From an optimization exercise on the open Yosys and OpenROAD flow, aimed at small area and a short achievable clock period; shortcuts taken in it are not production practice.
Function was checked by simulation only, so behaviour that the tests miss may differ from the original.
Power figures rest on the tool's default switching activity, not on a simulated workload.

== JK ==
==> module alu, before the edit <==
module alu(
    input [31:0] A,
    input [31:0] B,
    input [3:0] opcode,
    output [31:0] result
);
    wire op_add = (opcode == 4'd0);
    wire op_sub = (opcode == 4'd1);
    wire op_and = (opcode == 4'd2);
    wire op_or  = (opcode == 4'd3);
    wire op_xor = (opcode == 4'd4);
    wire op_nor = (opcode == 4'd5);
    wire op_not = (opcode == 4'd6);
    wire op_sll = (opcode == 4'd7);
    wire op_srl = (opcode == 4'd8) | (opcode == 4'd9);
    wire op_inc = (opcode == 4'd10);
    wire op_dec = (opcode == 4'd11);
    wire op_slt = (opcode == 4'd12);
    wire op_sgt = (opcode == 4'd13);
    wire op_lui = (opcode == 4'd14);
    wire use_b  = op_add | op_sub | op_and | op_or | op_xor | op_nor | op_slt | op_sgt;
    wire inv_b  = op_sub | op_slt | op_sgt | op_not | op_dec;
    wire cin    = op_sub | op_dec | op_slt;
    wire arith  = op_add | op_sub | op_inc | op_dec;
    wire sel_p  = arith | op_or | op_xor | op_nor | op_not;
    wire sel_g  = op_and | op_or | op_nor;
    wire [31:0] bx;
    genvar i;
    generate
        for (i = 0; i < 32; i = i + 1) begin : BXG
            if (i == 2)
                assign bx[i] = (B[i] & use_b) ^ (inv_b ? 1'b1 : 1'b0) ^ (op_inc | op_dec);
            else
                assign bx[i] = (B[i] & use_b) ^ inv_b;
        end
    endgenerate
    wire [31:0] p = A ^ bx;
    wire [31:0] g = A & bx;
    wire [32:0] c;
    prefix_carry pc(.p(p), .g(g), .cin(cin), .c(c));
    wire [31:0] core = ((p & {32{sel_p}}) | (g & {32{sel_g}})) ^
                       ((c[31:0] & {32{arith}}) | {32{op_nor}});
    wire [31:0] x;
    generate
        for (i = 0; i < 32; i = i + 1) begin : XS
            assign x[i] = (A[i] & op_srl) | (A[31-i] & op_sll);
        end
    endgenerate
    wire [31:0] s = x >> B[4:0];
    wire big = |B[31:5];
    wire en_r = op_srl & ~big;
    wire en_l = op_sll & ~big;
    wire [31:0] sh;
    generate
        for (i = 0; i < 32; i = i + 1) begin : SO
            assign sh[i] = (s[i] & en_r) | (s[31-i] & en_l);
        end
    endgenerate
    wire cmp = (c[32] ^ op_slt) & (op_slt | op_sgt);
    wire [31:0] lui = {B[15:0] & {16{op_lui}}, 16'd0};
    assign result = core | sh | lui | {31'd0, cmp};
endmodule
==> module prefix_carry, before the edit <==
module prefix_carry(
    input [31:0] p,
    input [31:0] g,
    input cin,
    output [32:0] c
);
    function [32:0] carries(input [31:0] pv, input [31:0] gv, input ci);
        reg [31:0] G, P;
        integer l, j, m;
        begin
            G = gv;
            G[0] = gv[0] | (pv[0] & ci);
            P = pv;
            for (l = 0; l < 5; l = l + 1)
                for (j = 0; j < 32; j = j + 1)
                    if (((j >> l) & 1) == 1) begin
                        m = ((j >> l) << l) - 1;
                        G[j] = G[j] | (P[j] & G[m]);
                        P[j] = P[j] & P[m];
                    end
            carries = {G, ci};
        end
    endfunction
    assign c = carries(p, g, cin);
endmodule
==> flow/config.mk <==
export PLATFORM = sky130hd
export DESIGN_NAME = top_processor
export DESIGN_NICKNAME = top_processor
export VERILOG_FILES = /design/flow/design.v
export SDC_FILE = /design/flow/constraint.sdc
export NUM_CORES = 4
export LEC_CHECK = 0
export CAP_MARGIN = 20
export CORE_MARGIN = 2
export CORE_UTILIZATION = 40
export SLEW_MARGIN = 20
==> flow/constraint.sdc <==
create_clock -name core_clock -period 8.0 [get_ports {clk}]
set_input_delay 1.6000 -clock core_clock [delete_from_list [all_inputs] [get_ports {clk}]]
set_output_delay 1.6000 -clock core_clock [all_outputs]
set_load 0.01 [all_outputs]
standard.sh (not shown) runs the stock make flow with config.mk's settings and CLKGATE_MAP_FILE= SYNTH_SCRIPT=/design/flow/synth_recipe.tcl, a recipe that flattens the netlist after the stock synthesis.
==> flow/flow/run.sh <==
#!/bin/bash
# Own flow: the standard ORFS flow, except that ABC maps the logic with an
# area-recovering script (flow/abc_area.scr) instead of ORFS's delay-first one.
# Registers are mapped by the unchanged dfflibmap step, so their names and cells
# are those of the standard synthesis.
set -euo pipefail
W=$(pwd)
F=$W/flow
{
  cat <<'T'
proc abc {args} {
  set i [lsearch $args -script]
  if {$i >= 0} { lset args [expr {$i + 1}] $::env(OWN_ABC_SCRIPT) }
  yosys abc {*}$args
}
T
  cat "$W/synth_recipe.tcl"
} > "$W/own_synth.tcl"
sed "s#$W/synth_recipe.tcl#$W/own_synth.tcl#g" "$W/standard.sh" > "$W/own_standard.sh"
grep -q own_synth.tcl "$W/own_standard.sh"
export OWN_ABC_SCRIPT=$F/abc_area.scr
bash "$W/own_standard.sh" > "$W/flow.log" 2>&1
==> flow/flow/abc_area.scr <==
&get -n
&st
&dch
&nf -R 1000
&put
topo
stime -c
Both conditions hold for JK: the flow ran to the end and the final layout passed the timing, design-rule and antenna checks.
What MS does differently from JK at the input level:
-- flow/design.v --
<<< JK, line 28
    genvar i;
    generate
        for (i = 0; i < 32; i = i + 1) begin : BXG
            if (i == 2)
                assign bx[i] = (B[i] & use_b) ^ (inv_b ? 1'b1 : 1'b0) ^ (op_inc | op_dec);
>>> MS, line 28
    genvar i;
    generate
        for (i = 0; i < 32; i = i + 1) begin : BX
            if (i == 2)
                assign bx[i] = (B[i] & use_b) ^ (inv_b ? 1'b1 : 1'b0) ^ (op_inc | op_dec);
<<< JK, line 67
    output [32:0] c
);
    function [32:0] carries(input [31:0] pv, input [31:0] gv, input ci);
        reg [31:0] G, P;
        integer l, j, m;
        begin
            G = gv;
            G[0] = gv[0] | (pv[0] & ci);
            P = pv;
            for (l = 0; l < 5; l = l + 1)
                for (j = 0; j < 32; j = j + 1)
                    if (((j >> l) & 1) == 1) begin
                        m = ((j >> l) << l) - 1;
                        G[j] = G[j] | (P[j] & G[m]);
                        P[j] = P[j] & P[m];
                    end
            carries = {G, ci};
        end
    endfunction
    assign c = carries(p, g, cin);
endmodule
module register_bank(
>>> MS, line 67
    output [32:0] c
);
    wire [31:0] g0 = {g[31:1], g[0] | (p[0] & cin)};
    reg [31:0] G, P;
    integer k, j;
    always @(*) begin
        G = g0; P = p;
        for (k = 1; k < 32; k = k * 2)
            for (j = 2*k - 1; j < 32; j = j + 2*k) begin
                G[j] = G[j] | (P[j] & G[j-k]);
                P[j] = P[j] & P[j-k];
            end
        for (k = 8; k >= 1; k = k / 2)
            for (j = 3*k - 1; j < 32; j = j + 2*k) begin
                G[j] = G[j] | (P[j] & G[j-k]);
                P[j] = P[j] & P[j-k];
            end
    end
    assign c = {G, cin};
endmodule
module register_bank(
### Flow results
| via density per instance | MS vs JK | 0.047 higher |
JK ended up with fewer cell instances than MS did.
Of JK and MS, the higher number of antenna violations at the first check in global routing belongs to MS.
Taking JK as the reference, in MS design area lost 0.52%, worst-margin pin slew saw a decrease.
Going from JK to MS, placed instance count grew slightly.
Switching power total down about 4% in MS wrt JK

port drivers added, routing unchanged:
Ports are ideal in the flow. The routed layouts listed here were re-timed in OpenROAD.
Step 1 (the two cells are an assumption about what drives the block):
set clk [get_ports {clk}]
set_driving_cell -lib_cell sky130_fd_sc_hd__clkbuf_16 $clk
set_driving_cell -lib_cell sky130_fd_sc_hd__buf_2 [delete_from_list [all_inputs] $clk]
Step 2 adds t to the input delays and takes it off the output delays; t is the mean of the earliest and latest rising clock arrival at the registers after step 1. Input paths then give back, and output paths get back, about the clock's delay inside the block.
Slacks: ideal / step 1 / step 2; pairs: ideal / step 1.
| run | t, ns | setup WS [ns] | hold slack, ns | worst slew at a driven data input, ns | pins driven straight from the clock port |
|---|---|---|---|---|---|
| JK | 0.703 | 0.419 / 0.460 / -0.243 | 0.493 / 0.493 / 0.493 | 0.05 | 1 |
| MS | 0.706 | 0.558 / 0.596 / -0.110 | 0.490 / 0.490 / 0.490 | 0.06 | 1 |
With both steps, setup timing fails in JK and MS, where it was met with ideal ports. The setup slack of MS, which loses most, moves by +0.038 ns with the drivers and by -0.668 ns with both steps.
